Background: an optimization exercise with open tools, aiming at small area and a short achievable clock period. Do not read the settings as production practice. At most, simulation tests tie the RTL to the original design; equivalence was not proved. Power is estimated from default activity; no workload was simulated.

==> inputs of branch zinc <==
==> flow/design.v <==
module CONV(
 input wire reset,  
 input wire clk,  
 input wire signed [7: 0] CONV_iData0,  
 input wire signed [7: 0] CONV_iData1,  
 output reg signed [15: 0] CONV_oData  
);
reg [6:0] cnt;           
reg [3:0] ii;            
reg [2:0] jj;            
reg [7:0] ra [0:8];      
reg [15:0] rf [0:7];     
reg [15:0] rs [0:7];     
reg [7:0] bj;            
reg [15:0] ps, pc;       
reg clr_d, sw_d;         
wire load = (cnt < 7'd8);
wire in_block = (cnt >= 7'd7) && (cnt <= 7'd77);
wire valid = in_block && (ii != 4'd8);
wire clear = (jj == 3'd0) || (ii == 4'd7);
wire swap = (jj != 3'd0) && (ii == 4'd7);
wire [7:0] ma = ra[6];
wire [7:0] mb = bj;
wire t1 = (ma[0] & mb[6]) ^ (ma[1] & mb[5]);
wire t2 = (ma[0] & mb[6]) & (ma[1] & mb[5]);
wire t3 = ~(ma[0] & mb[7]) ^ (ma[1] & mb[6]) ^ (ma[2] & mb[5]);
wire t4 = (~(ma[0] & mb[7]) & (ma[1] & mb[6])) | (~(ma[0] & mb[7]) & (ma[2] & mb[5])) | ((ma[1] & mb[6]) & (ma[2] & mb[5]));
wire t5 = (ma[3] & mb[4]) ^ (ma[4] & mb[3]);
wire t6 = (ma[3] & mb[4]) & (ma[4] & mb[3]);
wire t7 = ~(ma[1] & mb[7]) ^ (ma[2] & mb[6]) ^ (ma[3] & mb[5]);
wire t8 = (~(ma[1] & mb[7]) & (ma[2] & mb[6])) | (~(ma[1] & mb[7]) & (ma[3] & mb[5])) | ((ma[2] & mb[6]) & (ma[3] & mb[5]));
wire t9 = (ma[4] & mb[4]) ^ (ma[5] & mb[3]) ^ (ma[6] & mb[2]);
wire t10 = ((ma[4] & mb[4]) & (ma[5] & mb[3])) | ((ma[4] & mb[4]) & (ma[6] & mb[2])) | ((ma[5] & mb[3]) & (ma[6] & mb[2]));
wire t11 = ~(ma[2] & mb[7]) ^ (ma[3] & mb[6]) ^ (ma[4] & mb[5]);
wire t12 = (~(ma[2] & mb[7]) & (ma[3] & mb[6])) | (~(ma[2] & mb[7]) & (ma[4] & mb[5])) | ((ma[3] & mb[6]) & (ma[4] & mb[5]));
wire t13 = (ma[0] & mb[4]) ^ (ma[1] & mb[3]);
wire t14 = (ma[0] & mb[4]) & (ma[1] & mb[3]);
wire t15 = (ma[0] & mb[5]) ^ (ma[1] & mb[4]) ^ (ma[2] & mb[3]);
wire t16 = ((ma[0] & mb[5]) & (ma[1] & mb[4])) | ((ma[0] & mb[5]) & (ma[2] & mb[3])) | ((ma[1] & mb[4]) & (ma[2] & mb[3]));
wire t17 = (ma[3] & mb[2]) ^ (ma[4] & mb[1]);
wire t18 = (ma[3] & mb[2]) & (ma[4] & mb[1]);
wire t19 = t1 ^ (ma[2] & mb[4]) ^ (ma[3] & mb[3]);
wire t20 = (t1 & (ma[2] & mb[4])) | (t1 & (ma[3] & mb[3])) | ((ma[2] & mb[4]) & (ma[3] & mb[3]));
wire t21 = (ma[4] & mb[2]) ^ (ma[5] & mb[1]) ^ (ma[6] & mb[0]);
wire t22 = ((ma[4] & mb[2]) & (ma[5] & mb[1])) | ((ma[4] & mb[2]) & (ma[6] & mb[0])) | ((ma[5] & mb[1]) & (ma[6] & mb[0]));
wire t23 = t2 ^ t3 ^ t5;
wire t24 = (t2 & t3) | (t2 & t5) | (t3 & t5);
wire t25 = (ma[5] & mb[2]) ^ (ma[6] & mb[1]) ^ ~(ma[7] & mb[0]);
wire t26 = ((ma[5] & mb[2]) & (ma[6] & mb[1])) | ((ma[5] & mb[2]) & ~(ma[7] & mb[0])) | ((ma[6] & mb[1]) & ~(ma[7] & mb[0]));
wire t27 = t4 ^ t6 ^ t7;
wire t28 = (t4 & t6) | (t4 & t7) | (t6 & t7);
wire t29 = t9 ^ ~(ma[7] & mb[1]) ^ 1'b1;
wire t30 = (t9 & ~(ma[7] & mb[1])) | (t9 & 1'b1) | (~(ma[7] & mb[1]) & 1'b1);
wire t31 = t8 ^ t10 ^ t11;
wire t32 = (t8 & t10) | (t8 & t11) | (t10 & t11);
wire t33 = (ma[5] & mb[4]) ^ (ma[6] & mb[3]) ^ ~(ma[7] & mb[2]);
wire t34 = ((ma[5] & mb[4]) & (ma[6] & mb[3])) | ((ma[5] & mb[4]) & ~(ma[7] & mb[2])) | ((ma[6] & mb[3]) & ~(ma[7] & mb[2]));
wire t35 = t12 ^ ~(ma[3] & mb[7]) ^ (ma[4] & mb[6]);
wire t36 = (t12 & ~(ma[3] & mb[7])) | (t12 & (ma[4] & mb[6])) | (~(ma[3] & mb[7]) & (ma[4] & mb[6]));
wire t37 = (ma[5] & mb[5]) ^ (ma[6] & mb[4]) ^ ~(ma[7] & mb[3]);
wire t38 = ((ma[5] & mb[5]) & (ma[6] & mb[4])) | ((ma[5] & mb[5]) & ~(ma[7] & mb[3])) | ((ma[6] & mb[4]) & ~(ma[7] & mb[3]));
wire t39 = ~(ma[4] & mb[7]) ^ (ma[5] & mb[6]) ^ (ma[6] & mb[5]);
wire t40 = (~(ma[4] & mb[7]) & (ma[5] & mb[6])) | (~(ma[4] & mb[7]) & (ma[6] & mb[5])) | ((ma[5] & mb[6]) & (ma[6] & mb[5]));
wire t41 = (ma[0] & mb[3]) ^ (ma[1] & mb[2]);
wire t42 = (ma[0] & mb[3]) & (ma[1] & mb[2]);
wire t43 = t13 ^ (ma[2] & mb[2]) ^ (ma[3] & mb[1]);
wire t44 = (t13 & (ma[2] & mb[2])) | (t13 & (ma[3] & mb[1])) | ((ma[2] & mb[2]) & (ma[3] & mb[1]));
wire t45 = t14 ^ t15 ^ t17;
wire t46 = (t14 & t15) | (t14 & t17) | (t15 & t17);
wire t47 = t16 ^ t18 ^ t19;
wire t48 = (t16 & t18) | (t16 & t19) | (t18 & t19);
wire t49 = t20 ^ t22 ^ t23;
wire t50 = (t20 & t22) | (t20 & t23) | (t22 & t23);
wire t51 = t24 ^ t26 ^ t27;
wire t52 = (t24 & t26) | (t24 & t27) | (t26 & t27);
wire t53 = t28 ^ t30 ^ t31;
wire t54 = (t28 & t30) | (t28 & t31) | (t30 & t31);
wire t55 = t32 ^ t34 ^ t35;
wire t56 = (t32 & t34) | (t32 & t35) | (t34 & t35);
wire t57 = t36 ^ t38 ^ t39;
wire t58 = (t36 & t38) | (t36 & t39) | (t38 & t39);
wire t59 = t40 ^ ~(ma[5] & mb[7]) ^ (ma[6] & mb[6]);
wire t60 = (t40 & ~(ma[5] & mb[7])) | (t40 & (ma[6] & mb[6])) | (~(ma[5] & mb[7]) & (ma[6] & mb[6]));
wire t61 = (ma[0] & mb[2]) ^ (ma[1] & mb[1]);
wire t62 = (ma[0] & mb[2]) & (ma[1] & mb[1]);
wire t63 = t41 ^ (ma[2] & mb[1]) ^ (ma[3] & mb[0]);
wire t64 = (t41 & (ma[2] & mb[1])) | (t41 & (ma[3] & mb[0])) | ((ma[2] & mb[1]) & (ma[3] & mb[0]));
wire t65 = t42 ^ t43 ^ (ma[4] & mb[0]);
wire t66 = (t42 & t43) | (t42 & (ma[4] & mb[0])) | (t43 & (ma[4] & mb[0]));
wire t67 = t44 ^ t45 ^ (ma[5] & mb[0]);
wire t68 = (t44 & t45) | (t44 & (ma[5] & mb[0])) | (t45 & (ma[5] & mb[0]));
wire t69 = t46 ^ t47 ^ t21;
wire t70 = (t46 & t47) | (t46 & t21) | (t47 & t21);
wire t71 = t48 ^ t49 ^ t25;
wire t72 = (t48 & t49) | (t48 & t25) | (t49 & t25);
wire t73 = t50 ^ t51 ^ t29;
wire t74 = (t50 & t51) | (t50 & t29) | (t51 & t29);
wire t75 = t52 ^ t53 ^ t33;
wire t76 = (t52 & t53) | (t52 & t33) | (t53 & t33);
wire t77 = t54 ^ t55 ^ t37;
wire t78 = (t54 & t55) | (t54 & t37) | (t55 & t37);
wire t79 = t56 ^ t57 ^ ~(ma[7] & mb[4]);
wire t80 = (t56 & t57) | (t56 & ~(ma[7] & mb[4])) | (t57 & ~(ma[7] & mb[4]));
wire t81 = t58 ^ t59 ^ ~(ma[7] & mb[5]);
wire t82 = (t58 & t59) | (t58 & ~(ma[7] & mb[5])) | (t59 & ~(ma[7] & mb[5]));
wire t83 = t60 ^ ~(ma[6] & mb[7]) ^ ~(ma[7] & mb[6]);
wire t84 = (t60 & ~(ma[6] & mb[7])) | (t60 & ~(ma[7] & mb[6])) | (~(ma[6] & mb[7]) & ~(ma[7] & mb[6]));
wire [15:0] m_s = {1'b1, t84, t82, t80, t78, t76, t74, t72, t70, t68, t66, t64, t62, t61, (ma[0] & mb[1]), (ma[0] & mb[0])};
wire [15:0] m_c = {1'b0, (ma[7] & mb[7]), t83, t81, t79, t77, t75, t73, t71, t69, t67, t65, t63, (ma[2] & mb[0]), (ma[1] & mb[0]), 1'b0};
wire [15:0] f_in = rf[7];
wire [15:0] base = clr_d ? 16'd0 : f_in;
wire [15:0] sum = base + ps + pc;
integer s;
always @(posedge clk) begin
	if (reset == 0) begin
		cnt <= 7'd0;
		CONV_oData <= 16'd0;
	end else begin
		cnt <= (cnt == 7'd111) ? 7'd0 : cnt + 7'd1;
		if (cnt >= 7'd81 && cnt <= 7'd87)
			CONV_oData <= rs[0];
		else if (cnt >= 7'd88 && cnt <= 7'd95)
			CONV_oData <= rf[0];
		else
			CONV_oData <= 16'd0;
	end
	if (cnt == 7'd6) begin
		ii <= 4'd0;
		jj <= 3'd0;
	end else if (ii == 4'd8) begin
		ii <= 4'd0;
		jj <= jj + 3'd1;
	end else
		ii <= ii + 4'd1;
	clr_d <= clear && valid && reset;
	sw_d <= swap && valid && reset;
	if (cnt == 7'd6 || ii == 4'd8)
		bj <= (cnt <= 7'd69) ? rs[5][7:0] : 8'd0;
	ps <= m_s;
	pc <= m_c;
	ra[0] <= load ? CONV_iData0 : ra[8];
	for (s = 1; s < 8; s = s + 1)
		ra[s] <= ra[s-1];
	ra[8] <= (cnt == 7'd7) ? 8'd0 : ra[7];
	for (s = 1; s < 8; s = s + 1) begin
		rf[s] <= rf[s-1];
		rs[s] <= rs[s-1];
	end
	rf[0] <= sum;
	rs[0] <= load ? {rs[7][15:8], CONV_iData1} : sw_d ? f_in : rs[7];
end
endmodule
==> flow/flow/run.sh <==
#!/bin/bash
# Standard layout, with stronger port buffers, a stronger clock root buffer and
# timing repair aimed at a shorter period than the constraint (the constraint
# itself is unchanged).
set -uo pipefail
export BUFFER_PORTS_ARGS="-buffer_cell sky130_fd_sc_hd__buf_2"
export SETUP_SLACK_MARGIN=7.0
export CTS_ARGS="-sink_clustering_enable -repair_clock_nets -sink_clustering_size 16 -sink_clustering_max_diameter 40 -buf_list sky130_fd_sc_hd__clkbuf_8 -root_buf sky130_fd_sc_hd__clkbuf_16"
bash standard.sh > standard_flow.log 2>&1
==> flow/standard.sh <==
#!/bin/bash
# synth_recipe.tcl (not shown) runs the flow's synth.tcl, then flattens the netlist and writes it again
# the make line also repeats each setting of config.mk as NAME=value (left out here)
make -C /OpenROAD-flow-scripts/flow DESIGN_CONFIG=/design/flow/config.mk WORK_HOME=/design/flow/orfs CLKGATE_MAP_FILE= SYNTH_SCRIPT=/design/flow/synth_recipe.tcl "${@:-finish}"
==> flow/config.mk <==
export PLATFORM = sky130hd
export DESIGN_NAME = CONV
export DESIGN_NICKNAME = CONV
export VERILOG_FILES = /design/flow/design.v
export SDC_FILE = /design/flow/constraint.sdc
export NUM_CORES = 4
export LEC_CHECK = 0
export CAP_MARGIN = 20
export CORE_MARGIN = 2
export CORE_UTILIZATION = 70
export CTS_BUF_LIST = sky130_fd_sc_hd__clkbuf_8
export CTS_CLUSTER_DIAMETER = 40
export CTS_CLUSTER_SIZE = 16
export SLEW_MARGIN = 20
==> flow/constraint.sdc <==
create_clock -name core_clock -period 10.0 [get_ports {clk}]
set_input_delay 2.0000 -clock core_clock [delete_from_list [all_inputs] [get_ports {clk}]]
set_output_delay 2.0000 -clock core_clock [all_outputs]
set_load 0.01 [all_outputs]
==> branch ember (differences from branch zinc) <==
--- a/flow/design.v
+++ b/flow/design.v
@@ -117,10 +117,8 @@
 		CONV_oData <= 16'd0;
 	end else begin
 		cnt <= (cnt == 7'd111) ? 7'd0 : cnt + 7'd1;
-		if (cnt >= 7'd81 && cnt <= 7'd87)
+		if (cnt >= 7'd81 && cnt <= 7'd95)
 			CONV_oData <= rs[0];
-		else if (cnt >= 7'd88 && cnt <= 7'd95)
-			CONV_oData <= rf[0];
 		else
 			CONV_oData <= 16'd0;
 	end
@@ -133,7 +131,7 @@
 	end else
 		ii <= ii + 4'd1;
 	clr_d <= clear && valid && reset;
-	sw_d <= swap && valid && reset;
+	sw_d <= ((swap && valid) || (cnt >= 7'd86 && cnt <= 7'd93)) && reset;
 	if (cnt == 7'd6 || ii == 4'd8)
 		bj <= (cnt <= 7'd69) ? rs[5][7:0] : 8'd0;
 	ps <= m_s;
==> flow/flow/run.sh (replaced) <==
#!/bin/bash
# Standard layout, with stronger port buffers, a stronger clock root buffer and
# timing repair aimed at a shorter period than the constraint (the constraint
# itself is unchanged).
set -uo pipefail
export BUFFER_PORTS_ARGS="-buffer_cell sky130_fd_sc_hd__buf_2"
export SETUP_SLACK_MARGIN=7.0
export CTS_ARGS="-sink_clustering_enable -repair_clock_nets -sink_clustering_size 16 -sink_clustering_max_diameter 40 -buf_list sky130_fd_sc_hd__clkbuf_8 -dont_use_dummy_load"
bash standard.sh > standard_flow.log 2>&1
==> branch fjord (differences from branch zinc) <==
--- a/flow/design.v
+++ b/flow/design.v
@@ -109,7 +109,9 @@
 wire [15:0] m_c = {1'b0, (ma[7] & mb[7]), t83, t81, t79, t77, t75, t73, t71, t69, t67, t65, t63, (ma[2] & mb[0]), (ma[1] & mb[0]), 1'b0};
 wire [15:0] f_in = rf[7];
 wire [15:0] base = clr_d ? 16'd0 : f_in;
-wire [15:0] sum = base + ps + pc;
+wire [15:0] s3 = base ^ ps ^ pc;
+wire [15:0] c3 = {(base[14:0] & ps[14:0]) | (base[14:0] & pc[14:0]) | (ps[14:0] & pc[14:0]), 1'b0};
+wire [15:0] sum = s3 + c3;
 integer s;
 always @(posedge clk) begin
 	if (reset == 0) begin
@@ -135,13 +137,17 @@
 	clr_d <= clear && valid && reset;
 	sw_d <= swap && valid && reset;
 	if (cnt == 7'd6 || ii == 4'd8)
-		bj <= (cnt <= 7'd69) ? rs[5][7:0] : 8'd0;
-	ps <= m_s;
-	pc <= m_c;
+		bj <= rs[5][7:0];
+	if (valid && reset) begin
+		ps <= m_s;
+		pc <= m_c;
+	end else begin
+		ps <= 16'd0;
+		pc <= 16'd0;
+	end
 	ra[0] <= load ? CONV_iData0 : ra[8];
-	for (s = 1; s < 8; s = s + 1)
+	for (s = 1; s < 9; s = s + 1)
 		ra[s] <= ra[s-1];
-	ra[8] <= (cnt == 7'd7) ? 8'd0 : ra[7];
 	for (s = 1; s < 8; s = s + 1) begin
 		rf[s] <= rf[s-1];
 		rs[s] <= rs[s-1];
==> flow/flow/run.sh (replaced) <==
#!/bin/bash
# Standard layout, with stronger port buffers and timing repair aimed at a
# shorter period than the constraint (the constraint itself is unchanged).
set -uo pipefail
export BUFFER_PORTS_ARGS="-buffer_cell sky130_fd_sc_hd__buf_2"
export SETUP_SLACK_MARGIN=7.0
bash standard.sh > standard_flow.log 2>&1
==> run notes <==
Of branch fjord and branch zinc, branch zinc has the higher critical path depth (gap 8). Against branch zinc, the flip-flop and latch count of branch fjord is higher by 1. Of branch fjord and branch ember, branch ember has the higher clock skew (gap 0.027 ns). Hold slack: branch ember is lower than branch zinc (0.035 ns). Synthesized cell count, lowest first: branch ember, branch zinc, branch fjord. Routed wire length: branch fjord > branch zinc > branch ember. Between branch fjord and branch ember, the lower sequential power is in branch fjord (gap 17%, measured against branch ember). In clock power, branch zinc and branch fjord hardly differ. Design area, lowest first: branch ember, branch zinc, branch fjord. Against branch ember, the final cell count of branch fjord is higher by about 12%.
==> figures <==
	branch ember	branch zinc	branch fjord
Status	complete, no violations	complete, no violations	complete, no violations
Count of plain and timing-repair buffers	38	37	41
Buffer cell driving the clock tree root	sky130_fd_sc_hd__clkbuf_8	sky130_fd_sc_hd__clkbuf_16	sky130_fd_sc_hd__clkbuf_8
Synthesized flop and latch total	397	397	398
Internal Power	2820 uW	2968 uW	2312 uW
Clock Power	767 uW	1030 uW	1020 uW
Largest net degree at the start of global routing	30	21	33
TritonCTS sink count	397	397	398
R2R depth	9	9	8
Pwr Total	4034 uW	4309 uW	3061 uW
Worst clock skew on the final layout	0.05426 ns	0.02222 ns	0.02754 ns
Post-cts sizing count	2	3	7
Part of the power in the clock network	0.190	0.239	0.332
Hold_sp	rf[3][9]	rs[2][0]	rs[3][1]
Count of clock buffers in the final design	36	41	42
All-layer global routing usage	0.2121	0.2184	0.2266
Number of buffers inserted by post-CTS setup repair	1	0	1
Mean cell area of the mapped netlist	13.98 um2	13.83 um2	13.08 um2
Flip-flop and latch count	397	397	398
Worst-Skew Late Latency	0.53 ns	0.50 ns	0.54 ns
GR met3 Demand/Resource	0.03883	0.04981	0.04580
Function not checked in branch ember and branch fjord: the RTL went through the layout flow alone.

==> port drivers added, routing unchanged <==
The flow's constraints put no driver on any port. The routed layouts listed below were extracted and timed again, unchanged, in two steps. Step 1 sets driving cells, clkbuf_16 on the clock port and buf_2 on the other inputs (assumed; they add their load-dependent delay and slew). Step 2 times the ports against the registers' clock, not the clock port: input delays grow and output delays shrink by t, the midpoint of the rising clock arrivals with the driver on. a / b / c = ideal ports / drivers / drivers and shift; a / b = the first two.
run	t, ns	setup slack, ns	cell pins on the clock port's net
branch zinc	0.529	7.049 / 7.016 / 6.897	1
branch ember	0.540	7.030 / 6.991 / 6.771	1
branch fjord	0.568	7.015 / 6.974 / 6.759	1
After both steps setup and hold are still met in every run listed. For branch ember, which loses most, drivers alone change the setup slack by -0.039 ns; drivers and shift together by -0.259 ns.
